Background: an optimization exercise with open tools, aiming at small area and a short achievable clock period. Do not read the settings as production practice.
RTL that was checked went through simulation tests only; none was proved equivalent to the original.
Power is estimated from default activity; no workload was simulated.

job 3770:
==> module PipelinedFAdd, before the edit <==
module PipelinedFAdd (
  input  wire        clk,
  input  wire        rst,
  input  wire [31:0] A,
  input  wire [31:0] B,
  input  wire        operation,
  input  wire        in_valid,
  output wire [31:0] result,
  output wire        out_valid
);
  wire e_gt, e_eq;
  CmpTree #(8) u_ce (.a(A[30:23]), .b(B[30:23]), .gt(e_gt), .eq(e_eq));
  wire [4:0] dab, dba;
  wire       d_ge, d_eq;
  ExpDiff #(5) u_ed (.ea(A[27:23]), .eb(B[27:23]), .dab(dab), .dba(dba), .ge(d_ge), .eq(d_eq));
  reg  [31:0] r1_a, r1_b;
  reg  [4:0]  r1_dab, r1_dba;
  reg         r1_op, r1_swap;
  always @(posedge clk) begin
    r1_a    <= A;
    r1_b    <= B;
    r1_op   <= operation;
    r1_swap <= e_gt | (e_eq & ~(|A[22:0]) & (|B[22:0]));
    r1_dab  <= dab;
    r1_dba  <= dba;
  end
  wire        sa = r1_a[31];
  wire        sb = r1_b[31] ^ r1_op;
  wire [7:0]  ea = r1_a[30:23];
  wire [7:0]  eb = r1_b[30:23];
  wire [22:0] fa = r1_a[22:0];
  wire [22:0] fb = r1_b[22:0];
  wire ea_nz  = |ea;
  wire eb_nz  = |eb;
  wire fa_nz  = |fa;
  wire fb_nz  = |fb;
  wire a_inf  = (&ea) & ~fa_nz;
  wire b_inf  = (&eb) & ~fb_nz;
  wire a_zero = ~ea_nz & ~fa_nz;
  wire b_zero = ~eb_nz & ~fb_nz;
  wire special = (&ea) | (&eb) | a_zero | b_zero;
  wire sub    = sa ^ sb;
  wire r1_eeq = (ea == eb);
  wire qnan   = a_inf & b_inf & r1_op & sub;
  wire zflip  = a_zero & b_zero & r1_op;
  wire [7:0]  e_big   = r1_swap ? eb : ea;
  wire [7:0]  e_small = r1_swap ? ea : eb;
  wire [4:0]  d       = r1_swap ? r1_dba : r1_dab;
  wire [7:0]  e_diff  = e_big - e_small;
  wire        kill    = special | (e_diff > 8'd23);
  wire [22:0] f_big   = r1_swap ? fb : fa;
  wire [22:0] f_small = r1_swap ? fa : fb;
  wire        h_big   = (r1_swap ? eb_nz : ea_nz) | special;
  wire        h_small = r1_swap ? ea_nz : eb_nz;
  wire [23:0] ms_sh   = {h_small, f_small} >> d;
  wire f_gt, f_eq;
  CmpTree #(23) u_cf (.a(fa), .b(fb), .gt(f_gt), .eq(f_eq));
  wire rev    = r1_eeq & ~special & sub & (r1_swap ? (~f_gt & ~f_eq) : f_gt);
  wire cancel = r1_eeq & ~special & sub & f_eq;
  reg  [7:0]  r2_q;
  reg  [23:0] r2_xb, r2_ys;
  reg         r2_s, r2_sub, r2_qnan;
  always @(posedge clk) begin
    r2_q    <= cancel ? (~e_big - 8'd25) : (~e_big - 8'd1);
    r2_xb   <= {h_big, f_big} ^ {24{sub & ~rev}};
    r2_ys   <= rev ? ~{h_small, f_small} : (kill ? 24'd0 : ms_sh);
    r2_sub  <= sub;
    r2_qnan <= qnan;
    r2_s    <= ~qnan & (((r1_swap ^ rev) ? sb : sa) ^ zflip);
  end
  wire [23:0] ad_s;
  wire        ad_co;
  BkAdd #(24) u_add (.x(r2_xb), .y(r2_ys), .s(ad_s), .co(ad_co));
  reg  [7:0]  r3_q;
  reg  [24:0] r3_sum;
  reg         r3_s;
  always @(posedge clk) begin
    r3_q    <= r2_q;
    r3_sum  <= {ad_co & ~r2_sub, ad_s ^ {24{r2_sub}}} | {2'b00, r2_qnan, 22'd0};
    r3_s    <= r2_s;
  end
  wire [4:0] lz;
  wire       lz_zero;
  Lzc32 u_lzc (.x({r3_sum, 7'h7F}), .cnt(lz), .zero(lz_zero));
  wire [24:0] sh4 = lz[4] ? {r3_sum[8:0], 16'd0} : r3_sum;
  wire [24:0] sh3 = lz[3] ? {sh4[16:0], 8'd0} : sh4;
  wire [24:0] sh2 = lz[2] ? {sh3[20:0], 4'd0} : sh3;
  wire [24:0] sh1 = lz[1] ? {sh2[22:0], 2'd0} : sh2;
  wire [24:0] sh0 = lz[0] ? {sh1[23:0], 1'd0} : sh1;
  wire [7:0] ne_out;
  wire       ne_co;
  KsAdd #(8) u_exp (.x(r3_q), .y({3'd0, lz}), .s(ne_out), .co(ne_co));
  reg [31:0] r4_res;
  always @(posedge clk)
    r4_res <= {r3_s, ~ne_out, sh0[23], sh0[22:1]};
  assign result = r4_res;
  reg [3:0] vld;
  always @(posedge clk or posedge rst)
    if (rst) vld <= 4'b0000;
    else     vld <= {vld[2:0], in_valid};
  assign out_valid = vld[3];
endmodule
==> flow/config.mk <==
export PLATFORM = sky130hd
export DESIGN_NAME = PipelinedFAdd
export DESIGN_NICKNAME = PipelinedFAdd
export VERILOG_FILES = /design/flow/design.v
export SDC_FILE = /design/flow/constraint.sdc
export NUM_CORES = 4
export LEC_CHECK = 0
export ABC_AREA = 1
export CAP_MARGIN = 20
export CORE_MARGIN = 2
export CORE_UTILIZATION = 40
export CTS_BUF_LIST = sky130_fd_sc_hd__clkbuf_8
export CTS_CLUSTER_DIAMETER = 60
export CTS_CLUSTER_SIZE = 25
export SETUP_SLACK_MARGIN = 5
export SLEW_MARGIN = 20
==> flow/constraint.sdc <==
create_clock -name core_clock -period 8.0 [get_ports {clk}]
set_input_delay 1.6000 -clock core_clock [delete_from_list [all_inputs] [get_ports {clk}]]
set_output_delay 1.6000 -clock core_clock [all_outputs]
set_load 0.01 [all_outputs]
standard.sh (not shown) runs the stock make flow with config.mk's settings and CLKGATE_MAP_FILE= SYNTH_SCRIPT=/design/flow/synth_recipe.tcl, a recipe that flattens the netlist after the stock synthesis.
==> flow/flow/run.sh <==
#!/bin/bash
# Standard layout, with the adder cells left to ABC (no full/half adder
# extraction before it), port buffers of a plain buffer cell, a shallower
# clock tree, and timing repair aiming at a tighter setup margin.
# make's output goes to standard.log, each ORFS step logs to orfs/logs/.
bash standard.sh ADDER_MAP_FILE= SETUP_SLACK_MARGIN=5.5 TNS_END_PERCENT=10 \
  "BUFFER_PORTS_ARGS=-buffer_cell sky130_fd_sc_hd__buf_2" \
  "CTS_ARGS=-sink_clustering_enable -repair_clock_nets -sink_clustering_size 20 -sink_clustering_max_diameter 50 -buf_list sky130_fd_sc_hd__clkbuf_8 -root_buf sky130_fd_sc_hd__clkbuf_16 -sink_clustering_levels 1 -num_static_layers 0" \
  finish > standard.log 2>&1
Job 3770: flow completed, timing, DRC and antenna clean
Relative to job 3770, the following input files were edited for job 9376:
--- a/flow/design.v
+++ b/flow/design.v
@@ -245,12 +245,13 @@
   ExpDiff #(5) u_ed (.ea(A[27:23]), .eb(B[27:23]), .dab(dab), .dba(dba), .ge(d_ge), .eq(d_eq));
   reg  [31:0] r1_a, r1_b;
   reg  [4:0]  r1_dab, r1_dba;
-  reg         r1_op, r1_swap;
+  reg         r1_op, r1_swap, r1_eeq;
   always @(posedge clk) begin
     r1_a    <= A;
     r1_b    <= B;
     r1_op   <= operation;
     r1_swap <= e_gt | (e_eq & ~(|A[22:0]) & (|B[22:0]));
+    r1_eeq  <= e_eq;
     r1_dab  <= dab;
     r1_dba  <= dba;
   end
@@ -270,7 +271,6 @@
   wire b_zero = ~eb_nz & ~fb_nz;
   wire special = (&ea) | (&eb) | a_zero | b_zero;
   wire sub    = sa ^ sb;
-  wire r1_eeq = (ea == eb);
   wire qnan   = a_inf & b_inf & r1_op & sub;
   wire zflip  = a_zero & b_zero & r1_op;
   wire [7:0]  e_big   = r1_swap ? eb : ea;
@@ -303,11 +303,12 @@
   BkAdd #(24) u_add (.x(r2_xb), .y(r2_ys), .s(ad_s), .co(ad_co));
   reg  [7:0]  r3_q;
   reg  [24:0] r3_sum;
-  reg         r3_s;
+  reg         r3_s, r3_qnan;
   always @(posedge clk) begin
     r3_q    <= r2_q;
-    r3_sum  <= {ad_co & ~r2_sub, ad_s ^ {24{r2_sub}}} | {2'b00, r2_qnan, 22'd0};
+    r3_sum  <= {ad_co & ~r2_sub, ad_s ^ {24{r2_sub}}};
     r3_s    <= r2_s;
+    r3_qnan <= r2_qnan;
   end
   wire [4:0] lz;
   wire       lz_zero;
@@ -322,7 +323,7 @@
   KsAdd #(8) u_exp (.x(r3_q), .y({3'd0, lz}), .s(ne_out), .co(ne_co));
   reg [31:0] r4_res;
   always @(posedge clk)
-    r4_res <= {r3_s, ~ne_out, sh0[23], sh0[22:1]};
+    r4_res <= {r3_s, ~ne_out, sh0[23] | r3_qnan, sh0[22:1]};
   assign result = r4_res;
   reg [3:0] vld;
   always @(posedge clk or posedge rst)
Notes after the runs:
Job 9376 against job 3770; x dimension of the die is up slightly.
Job 9376 ends up with a worst setup slack that is 0.0087 ns higher than in job 3770.
Sort job 3770 and job 9376 by synthesized cell count, ascending, and job 3770 comes first.
Delta (job 9376 minus job 3770): die area went up 1.1%, multi-input logic area went up 4.2%, register share of the cell area went down 0.55 points, effective utilization at floorplan held, number of nets in the synthesized netlist went up 28.
On critical path depth: between job 3770 and job 9376, it ends up higher for job 3770.
Comparing job 3770 and job 9376, the higher global-route wire length before repair is on job 9376.
Compared job 3770 against job 9376; total power consumption of the routed design within noise.
What job 9376 reported for final routed wire length divided by cell count has to be multiplied by 0.920 to get the figure for job 3770.
Job 9376 vs job 3770 — cell area after synthesis climbed slightly
The RTL of job 3770 was laid out without a check of its function.

[static timing again, ports no longer ideal]
In the flow no input, the clock included, has a driving cell. The finished layouts below were timed again as built, in two steps. Step 1 sets driving cells, clkbuf_16 on the clock port and buf_2 on the other inputs (assumed; they add their load-dependent delay and slew). Step 2 moves the port delays by t, midway between the first and last clock arrival at a register: inputs arrive t later, outputs are due t later. That takes back most of the time a late clock gives input paths. a / b / c = no drivers / after step 1 / after step 2; a / b = the first two.
run | t, ns | slack for setup (ns) | worst setup path after step 2
job 3770 | 0.541 | 5.414 / 5.396 / 4.869 | input to register
job 9376 | 0.538 | 5.423 / 5.380 / 4.959 | input to register
After both steps every run listed still meets setup and hold. The setup slack of job 3770, which loses most, moves by -0.018 ns with the drivers and by -0.545 ns with both steps.
